What follows belongs to an exercise in optimizing a design on an open flow for small area and a short achievable clock period; a production flow would make more cautious choices.
The RTL was checked by simulation tests, not by an equivalence proof against the original design.
Power is estimated from default activity; no workload was simulated.

Design counters, start of the top module:
module counters(
input wire sysclk,
input wire foo_card,
input wire wfoo0_baz,
input wire wfoo0_blrb,
input wire wfoo0_zz1pb,
input wire [31:0] wfoo0_turn,
input wire debct_baz,
input wire debct_blrb,
input wire debct_zz1pb,
input wire debct_bar,
input wire [31:0] debct_turn,
input wire Z0_bar,
input wire Z0_baz,
input wire Z0_blrb,
input wire Z0_zz1pb,
input wire [31:0] Z0_turn,
input wire Y1_bar,
input wire Y1_baz,
input wire Y1_blrb,
input wire Y1_zz1pb,
input wire [31:0] Y1_turn,
input wire X2_bar,
input wire X2_baz,
input wire X2_blrb,
input wire X2_zz1pb,
input wire [31:0] X2_turn,
input wire W3_bar,
input wire W3_baz,
input wire W3_blrb,
input wire W3_zz1pb,
input wire [31:0] W3_turn,
output wire Z0_cwm,
output wire [31:0] Z0,
output wire Y1_cwm,
output wire [31:0] Y1,
output wire X2_cwm,
output wire [31:0] X2,
output wire W3_cwm,
output wire [31:0] W3,
output reg wfoo0_cwm,
output wire [31:0] wfoo0_llwln,
output wire debct_cwm,
output reg debct_pull,
output wire [31:0] debct,
output wire wdfilecardA2P
);
clock: 3.3 ns
lec_check: 0
cap_margin: 20
core_margin: 2
core_utilization: 40
cts_cluster_diameter: 80
cts_cluster_size: 30
setup_slack_margin: 1.6
slew_margin: 20
standard.sh (not shown) runs the stock make flow with config.mk's settings and CLKGATE_MAP_FILE= SYNTH_SCRIPT=/design/flow/synth_recipe.tcl, a recipe that flattens the netlist after the stock synthesis.
==> flow/flow/run.sh <==
#!/bin/bash
# The standard layout (standard.sh), with two changes:
#  - port buffers use the smallest buffer cell (buf_1) instead of the default choice;
#  - if flow/dont_use.txt exists, it replaces the platform's don't-use list
#    (it repeats the platform's list and adds slow wide OR/NOR cells).
set -uo pipefail
export BUFFER_PORTS_ARGS="-buffer_cell sky130_fd_sc_hd__buf_1"
args=()
if [[ -s flow/dont_use.txt ]]; then
  args+=("DONT_USE_CELLS=$(tr '\n' ' ' < flow/dont_use.txt)")
fi
echo "extra make args: ${args[*]:-}" > run_args.log
bash standard.sh "${args[@]}" finish > standard.log 2>&1
Other scripts of this flow, unchanged in this note and not shown: flow/flow/dont_use.txt
The baseline completed without violations.
Rerun with:
--- a/flow/config.mk
+++ b/flow/config.mk
@@ -11,2 +10,0 @@
-export CTS_CLUSTER_DIAMETER = 80
-export CTS_CLUSTER_SIZE = 30
The new run went through all stages and came out clean.
Area after synthesis is unchanged.
Die area does not change.
Synthesized cell count does not change.
Clock-buffer cell count increases by 21.
Rerun with:
--- a/flow/config.mk
+++ b/flow/config.mk
@@ -11 +11 @@
-export SETUP_SLACK_MARGIN = 1.6
+export SETUP_SLACK_MARGIN = 0.8
Effect:
- The changed run completed with no timing, DRC or antenna violations
- global-route usage falls by 7.2 points
- synthesized cell count is unchanged
- clock power hardly moves
- power decreases by about 17%
- design area went down by 35%
- wire length decreases by about 36%
- non-clock buffer count came out lower by 407
Rerun with:
--- a/flow/config.mk
+++ b/flow/config.mk
@@ -11 +11 @@
-export SETUP_SLACK_MARGIN = 0.8
+export SETUP_SLACK_MARGIN = 1.3
The changed run went through all stages and came out clean.
Worst setup slack gains 0.36 ns.
Routed wire length rose by 2.7%.
Register-to-register slack gains 0.41 ns.
Power fell by 1.2%.
Die area is unchanged.
Critical path depth fell by 4.
Count of clock-buffer cells in the layout fell by 1.
First-iteration DRC count rose by 13%.
Fmax rose by 18%.

---

Another version of the RTL of counters (not shown whole).
For scale: about 210 flip-flops, ~420 I/O pins, about 12,000 µm² of cells after synthesis.
Settings: LEC_CHECK=0, CAP_MARGIN=20, CORE_MARGIN=2, CORE_UTILIZATION=40, SETUP_SLACK_MARGIN=1.4, SLEW_MARGIN=20; clock period 3.3 ns.
==> flow/flow/run.sh <==
#!/bin/bash
# The standard layout (standard.sh), with these changes:
#  - port buffers use the smallest buffer cell (buf_1) instead of the default choice;
#  - if flow/dont_use.txt exists, it replaces the platform's don't-use list
#    (it repeats the platform's list and adds slow wide OR/NOR cells);
#  - if flow/abc.script exists, synthesis is synth_recipe.tcl unchanged except that
#    Yosys's abc call runs that ABC script (flow/synth.tcl);
#  - if flow/post_gpl.tcl exists, it runs after global placement (sizes output port buffers);
#  - each line of flow/make_args.txt (if it exists) is passed to make as VAR=value.
set -uo pipefail
export BUFFER_PORTS_ARGS="-buffer_cell sky130_fd_sc_hd__buf_1"
args=()
if [[ -s flow/dont_use.txt ]]; then
  args+=("DONT_USE_CELLS=$(tr '\n' ' ' < flow/dont_use.txt)")
fi
if [[ -s flow/abc.script ]]; then
  export MY_ABC_SCRIPT="$PWD/flow/abc.script"
  args+=("SYNTH_SCRIPT=$PWD/flow/synth.tcl")
fi
if [[ -s flow/post_gpl.tcl ]]; then
  export POST_GLOBAL_PLACE_TCL="$PWD/flow/post_gpl.tcl"
fi
if [[ -s flow/make_args.txt ]]; then
  while IFS= read -r line; do
    [[ -n "$line" ]] && args+=("$line")
  done < flow/make_args.txt
fi
printf '%s\n' "${args[@]}" > run_args.log
bash standard.sh "${args[@]}" finish > standard.log 2>&1
Other scripts of this flow, unchanged in this note and not shown: flow/flow/dont_use.txt, flow/flow/make_args.txt
The baseline produced a clean layout.
Edit:
--- a/flow/flow/run.sh
+++ b/flow/flow/run.sh
@@ -5,5 +5,2 @@
 #    (it repeats the platform's list and adds slow wide OR/NOR cells);
-#  - if flow/abc.script exists, synthesis is synth_recipe.tcl unchanged except that
-#    Yosys's abc call runs that ABC script (flow/synth.tcl);
-#  - if flow/post_gpl.tcl exists, it runs after global placement (sizes output port buffers);
 #  - each line of flow/make_args.txt (if it exists) is passed to make as VAR=value.
@@ -14,9 +11,2 @@
   args+=("DONT_USE_CELLS=$(tr '\n' ' ' < flow/dont_use.txt)")
-fi
-if [[ -s flow/abc.script ]]; then
-  export MY_ABC_SCRIPT="$PWD/flow/abc.script"
-  args+=("SYNTH_SCRIPT=$PWD/flow/synth.tcl")
-fi
-if [[ -s flow/post_gpl.tcl ]]; then
-  export POST_GLOBAL_PLACE_TCL="$PWD/flow/post_gpl.tcl"
 fi
Settings changed: SETUP_SLACK_MARGIN 1.4 to 1.45.
Result: Clock skew rose by 0.010 ns; wire length climbs by a few percent; clock-buffer cell count does not change; clock power is about the same; synthesized area does not change; cell area grows slightly; combinational power hardly moves; global-route usage climbs by 0.37 points; sequential share of layout area went down by 0.65 points; first-iteration DRC count is lower by about a fifth.

---

## run A
Another version of the RTL of counters (not shown whole).
For scale: about 1400 cells after synthesis, ~210 flip-flops, about 420 I/O pins, roughly 12000 sq um of cells after synthesis.
export LEC_CHECK = 0
export CAP_MARGIN = 20
export CORE_MARGIN = 2
export CORE_UTILIZATION = 40
export SETUP_SLACK_MARGIN = 1.5
export SLEW_MARGIN = 20
create_clock -name core_clock -period 3.3 [get_ports {sysclk}]
==> flow/flow/run.sh <==
#!/bin/bash
# The standard layout (standard.sh), with these changes:
#  - port buffers use the smallest buffer cell (buf_1) instead of the default choice;
#  - if flow/dont_use.txt exists, it replaces the platform's don't-use list
#    (it repeats the platform's list and adds slow wide OR/NOR cells);
#  - each line of flow/make_args.txt (if it exists) is passed to make as VAR=value.
set -uo pipefail
export BUFFER_PORTS_ARGS="-buffer_cell sky130_fd_sc_hd__buf_1"
args=()
if [[ -s flow/dont_use.txt ]]; then
  args+=("DONT_USE_CELLS=$(tr '\n' ' ' < flow/dont_use.txt)")
fi
if [[ -s flow/make_args.txt ]]; then
  while IFS= read -r line; do
    [[ -n "$line" ]] && args+=("$line")
  done < flow/make_args.txt
fi
printf '%s\n' "${args[@]}" > run_args.log
bash standard.sh "${args[@]}" finish > standard.log 2>&1
Other scripts of this flow, unchanged in this note and not shown: flow/flow/dont_use.txt, flow/flow/make_args.txt
For run B, these inputs were changed with respect to run A:
--- a/flow/flow/run.sh
+++ b/flow/flow/run.sh
@@ -5,0 +6,2 @@
+#  - if flow/abc.script exists, synthesis is synth_recipe.tcl unchanged except that
+#    Yosys's abc call runs that ABC script (flow/synth.tcl);
@@ -11,0 +14,4 @@
+fi
+if [[ -s flow/abc.script ]]; then
+  export MY_ABC_SCRIPT="$PWD/flow/abc.script"
+  args+=("SYNTH_SCRIPT=$PWD/flow/synth.tcl")
==> flow/flow/abc.script (new file) <==
&get -n
&st
&dch
&nf
&put
==> flow/flow/synth.tcl (new file) <==
proc synth {args} { yosys synth -nofsm -noshare {*}$args }
if { [info exists ::env(MY_ABC_SCRIPT)] } {
  proc abc {args} {
    set i [lsearch -exact $args -script]
    if { $i >= 0 } { set args [lreplace $args [expr {$i+1}] [expr {$i+1}] $::env(MY_ABC_SCRIPT)] }
    puts "abc override: $args"
    yosys abc {*}$args
  }
}
source $::env(SCRIPTS_DIR)/synth.tcl
# left out here: clear keep_hierarchy, flatten, clean up, hide names made inside functions, write 1_2_yosys.v
--- a/flow/config.mk
+++ b/flow/config.mk
@@ -11 +11 @@
-export SETUP_SLACK_MARGIN = 1.5
+export SETUP_SLACK_MARGIN = 1.4
Relative to run A, post-layout total power has decreased by 0.13 mW in run B.
Of run B and run A, run B shows the higher setup fix buffers added after clock tree synthesis, with run A below it.
Where global-route wire length before repair is concerned, run A is better than run B.
From run B to run A, setup-violating endpoint count in the final report did not move at all.
Compare run B and run A | utilization lower: run B
Clock period minus worst slack was higher in the run labelled run B.
Run B vs run A, maximum operating frequency went down by 2.7%.
Setup slack after layout sits lower in run B than in run A.
In the metrics for run B and run A, the one carrying the higher power dissipated in combinational cells is run A.
Die size: run B is under run A
Summary: wire length, run B worse than run A
Inputs modified between run B and run C:
--- a/flow/flow/run.sh
+++ b/flow/flow/run.sh
@@ -6,2 +5,0 @@
-#  - if flow/abc.script exists, synthesis is synth_recipe.tcl unchanged except that
-#    Yosys's abc call runs that ABC script (flow/synth.tcl);
@@ -14,4 +11,0 @@
-fi
-if [[ -s flow/abc.script ]]; then
-  export MY_ABC_SCRIPT="$PWD/flow/abc.script"
-  args+=("SYNTH_SCRIPT=$PWD/flow/synth.tcl")
--- a/flow/config.mk
+++ b/flow/config.mk
@@ -10 +10 @@
-export CORE_UTILIZATION = 40
+export CORE_UTILIZATION = 55
removed: flow/flow/abc.script
removed: flow/flow/synth.tcl
--- outcome ---
- Delta (run C minus run B): area growth from synthesis to layout down 13 points, non-clock buffer count lower, wire length now sits lower, relative max-transition margin fell by 7.6 points, placer congestion estimate now larger.
- [compare] base=run B new=run C: worst setup slack after layout grew by 19 ps, clock-buffer cell count essentially unchanged.
- Run C: PASS, flow complete, no timing, DRC or antenna violations
- Between run C and run B, the antenna diode count is higher for run C.
- Area: run C vs run B -> run C smaller
- In run C relative to run B, mean area per synthesized cell had gone down slightly.
- Run C: register share of the cell area higher than run B
Relative to run C, the following input files were edited for run D:
--- a/flow/flow/run.sh
+++ b/flow/flow/run.sh
@@ -5,0 +6,2 @@
+#  - if flow/abc.script exists, synthesis is synth_recipe.tcl unchanged except that
+#    Yosys's abc call runs that ABC script (flow/synth.tcl);
@@ -11,0 +14,4 @@
+fi
+if [[ -s flow/abc.script ]]; then
+  export MY_ABC_SCRIPT="$PWD/flow/abc.script"
+  args+=("SYNTH_SCRIPT=$PWD/flow/synth.tcl")
--- a/flow/config.mk
+++ b/flow/config.mk
@@ -10,2 +10,2 @@
-export CORE_UTILIZATION = 55
-export SETUP_SLACK_MARGIN = 1.4
+export CORE_UTILIZATION = 40
+export SETUP_SLACK_MARGIN = 1.45
Notes after the runs:
Run D gives more share of power burned in combinational logic than run C did.
Against run C, run D comes in 0.18 points lower on period utilization.
Per the comparison of run D with run C, via density per instance lost 4.3%; final critical delay including setup and external delays -5.9 ps.

---

counters with an RTL version that a note above also has.
For scale: about 1400 cells after synthesis, ~210 flip-flops, ~420 I/O pins, roughly 11000 um^2 of cells after synthesis.
// counters
module counters(
input wire sysclk,
input wire foo_card,
input wire wfoo0_baz,
input wire wfoo0_blrb,
input wire wfoo0_zz1pb,
input wire [31:0] wfoo0_turn,
input wire debct_baz,
input wire debct_blrb,
input wire debct_zz1pb,
input wire debct_bar,
input wire [31:0] debct_turn,
input wire Z0_bar,
input wire Z0_baz,
input wire Z0_blrb,
input wire Z0_zz1pb,
input wire [31:0] Z0_turn,
input wire Y1_bar,
input wire Y1_baz,
input wire Y1_blrb,
input wire Y1_zz1pb,
input wire [31:0] Y1_turn,
input wire X2_bar,
input wire X2_baz,
input wire X2_blrb,
input wire X2_zz1pb,
input wire [31:0] X2_turn,
input wire W3_bar,
input wire W3_baz,
input wire W3_blrb,
input wire W3_zz1pb,
input wire [31:0] W3_turn,
output wire Z0_cwm,
output wire [31:0] Z0,
output wire Y1_cwm,
output wire [31:0] Y1,
output wire X2_cwm,
output wire [31:0] X2,
output wire W3_cwm,
output wire [31:0] W3,
output reg wfoo0_cwm,
output wire [31:0] wfoo0_llwln,
output wire debct_cwm,
output reg debct_pull,
output wire [31:0] debct,
output wire wdfilecardA2P
);
Settings: LEC_CHECK=0, CAP_MARGIN=20, CORE_MARGIN=2, CORE_UTILIZATION=40, SETUP_SLACK_MARGIN=1.42, SLEW_MARGIN=20; clock period 3.3 ns.
==> flow/flow/run.sh <==
#!/bin/bash
# The standard layout (standard.sh), with these changes:
#  - port buffers use the smallest buffer cell (buf_1) instead of the default choice;
#  - if flow/dont_use.txt exists, it replaces the platform's don't-use list
#    (it repeats the platform's list and adds slow wide OR/NOR cells);
#  - if flow/abc.script exists, synthesis is synth_recipe.tcl unchanged except that
#    Yosys's abc call runs that ABC script (flow/synth.tcl);
#  - if flow/post_gpl.tcl exists, it runs after global placement (sizes output port buffers);
#  - each line of flow/make_args.txt (if it exists) is passed to make as VAR=value.
set -uo pipefail
export BUFFER_PORTS_ARGS="-buffer_cell sky130_fd_sc_hd__buf_1"
args=()
if [[ -s flow/dont_use.txt ]]; then
  args+=("DONT_USE_CELLS=$(tr '\n' ' ' < flow/dont_use.txt)")
fi
if [[ -s flow/abc.script ]]; then
  export MY_ABC_SCRIPT="$PWD/flow/abc.script"
  args+=("SYNTH_SCRIPT=$PWD/flow/synth.tcl")
fi
if [[ -s flow/post_gpl.tcl ]]; then
  export POST_GLOBAL_PLACE_TCL="$PWD/flow/post_gpl.tcl"
fi
if [[ -s flow/make_args.txt ]]; then
  while IFS= read -r line; do
    [[ -n "$line" ]] && args+=("$line")
  done < flow/make_args.txt
fi
printf '%s\n' "${args[@]}" > run_args.log
bash standard.sh "${args[@]}" finish > standard.log 2>&1
==> flow/flow/abc.script <==
&get -n
&st
&dch
&nf -p
&put
buffer -c
topo
stime -c
upsize -c
dnsize -c
==> flow/flow/synth.tcl <==
proc synth {args} { yosys synth -nofsm -noshare {*}$args }
if { [info exists ::env(MY_ABC_SCRIPT)] } {
  proc abc {args} {
    set i [lsearch -exact $args -script]
    if { $i >= 0 } { set args [lreplace $args [expr {$i+1}] [expr {$i+1}] $::env(MY_ABC_SCRIPT)] }
    puts "abc override: $args"
    yosys abc {*}$args
  }
}
source $::env(SCRIPTS_DIR)/synth.tcl
# left out here: clear keep_hierarchy, flatten, clean up, hide names made inside functions, write 1_2_yosys.v
Other scripts of this flow, unchanged in this note and not shown: flow/flow/dont_use.txt, flow/flow/make_args.txt
Then changed:
- CORE_UTILIZATION: 40 -> 55
- SETUP_SLACK_MARGIN: 1.42 -> 1.4
Outcome: Design area goes down by 1.4%; sequential cell count stays the same; setup slack is worse by 0.025 ns; wire length increases by 0.99%; synthesized area stays the same; global-route usage came out higher by 8.5 points; combinational power stays flat; hold slack gets better by 0.0071 ns; final cell count decreases by 5.0%; sequential power hardly moves.
Then changed:
- CORE_UTILIZATION: 55 -> 40
- SETUP_SLACK_MARGIN: 1.4 -> 1.45
- TNS_END_PERCENT: not set -> 0
removed: flow/flow/abc.script
removed: flow/flow/synth.tcl
=> Clock-buffer cell count is unchanged. Sequential power goes down by about 1%. Global-route usage goes down by 8.4 points. Register-to-register slack stays flat. Cell count goes up by 7.9%. Utilization goes down by 18 points.
Then changed:
==> flow/flow/abc.script (new file) <==
&get -n
&st
&dch
&nf -p
&put
==> flow/flow/synth.tcl (new file) <==
proc synth {args} { yosys synth -nofsm -noshare {*}$args }
if { [info exists ::env(MY_ABC_SCRIPT)] } {
  proc abc {args} {
    set i [lsearch -exact $args -script]
    if { $i >= 0 } { set args [lreplace $args [expr {$i+1}] [expr {$i+1}] $::env(MY_ABC_SCRIPT)] }
    puts "abc override: $args"
    yosys abc {*}$args
  }
}
source $::env(SCRIPTS_DIR)/synth.tcl
# left out here: clear keep_hierarchy, flatten, clean up, hide names made inside functions, write 1_2_yosys.v
- SETUP_SLACK_MARGIN: 1.45 -> 1.4
- TNS_END_PERCENT: 0 -> not set
Effect: Via count goes up by 1.4%. Routed wire length goes up by 3.7%. Global-route usage goes up by 2.2 points. Core utilization goes up by 3.2 points. Setup slack degrades by 0.12 ns. Die area goes down by 5.8%. Design area stays flat. Synthesized cell count goes down by 7.2%. Total power goes up by 2.6%.
Then changed:
==> flow/flow/abc.script (replaced) <==
&get -n
&st
&dch
&nf -p
&put
buffer -c
topo
stime -c
upsize -c
dnsize -c
==> flow/flow/post_gpl.tcl (new file) <==
# After global placement: size the output port buffers up to buf_2.
set n 0
foreach bterm [[ord::get_db_block] getBTerms] {
  if { [$bterm getIoType] != "OUTPUT" } { continue }
  set net [$bterm getNet]
  if { $net == "NULL" } { continue }
  foreach iterm [$net getITerms] {
    if { ![$iterm isOutputSignal] } { continue }
    set inst [$iterm getInst]
    if { [[$inst getMaster] getName] == "sky130_fd_sc_hd__buf_1" } {
      replace_cell [$inst getName] sky130_fd_sc_hd__buf_2
      incr n
    }
  }
}
puts "post_gpl: resized $n output buffers to buf_2"
- SETUP_SLACK_MARGIN: 1.4 -> 1.5
The changed run completed with no timing, DRC or antenna violations.
Cell area increases by a few percent.
Power increases slightly.
Final cell count increases slightly.
Synthesized cell count increases by a few percent.
Synthesized area increases by a few percent.

[what the ideal ports hide]
How much do the figures lean on ideal ports? The routed layouts below were timed once more, with nothing changed but the port constraints.
Step 1 sets driving cells, clkbuf_16 on the clock port and buf_2 on the other inputs (assumed; they add their load-dependent delay and slew).
Step 2 also shifts input and output timing later by t, the mid clock arrival at the registers, as if the neighbouring blocks saw the same clock.
Slacks: no drivers / after step 1 / after step 2; pairs: no drivers / after step 1.
run	t (ns)	slack for setup (ns)	worst hold slack (ns)
the first run of note 1	0.545	1.191 / 1.191 / 0.890	0.296 / 0.268 / 0.521
the second run of note 1	0.578	1.230 / 1.230 / 0.754	0.273 / 0.244 / 0.516
the third run of note 1	0.577	0.957 / 0.957 / 0.619	0.243 / 0.213 / 0.524
the fourth run of note 1	0.560	1.319 / 1.269 / 0.874	0.292 / 0.283 / 0.511
the first run of note 2	0.524	1.472 / 1.422 / 1.042	0.122 / 0.092 / 0.510
the second run of note 2	0.523	1.442 / 1.393 / 1.071	0.344 / 0.338 / 0.518
run A	0.528	1.438 / 1.388 / 1.019	0.277 / 0.251 / 0.524
run B	0.512	1.387 / 1.372 / 1.037	0.341 / 0.312 / 0.501
run C	0.504	1.406 / 1.383 / 1.053	0.391 / 0.364 / 0.524
run D	0.530	1.411 / 1.369 / 1.105	0.347 / 0.317 / 0.532
the first run of note 4	0.522	1.456 / 1.405 / 1.163	0.339 / 0.334 / 0.493
the second run of note 4	0.518	1.430 / 1.407 / 1.130	0.346 / 0.317 / 0.542
the third run of note 4	0.528	1.437 / 1.407 / 1.019	0.281 / 0.275 / 0.505
the fourth run of note 4	0.520	1.316 / 1.316 / 1.131	0.289 / 0.260 / 0.501
the fifth run of note 4	0.518	1.428 / 1.428 / 1.212	0.354 / 0.345 / 0.521
After both steps every run listed still meets setup and hold. For the second run of note 1, which loses most, drivers alone change the setup slack by 0.000 ns; drivers and shift together by -0.476 ns.
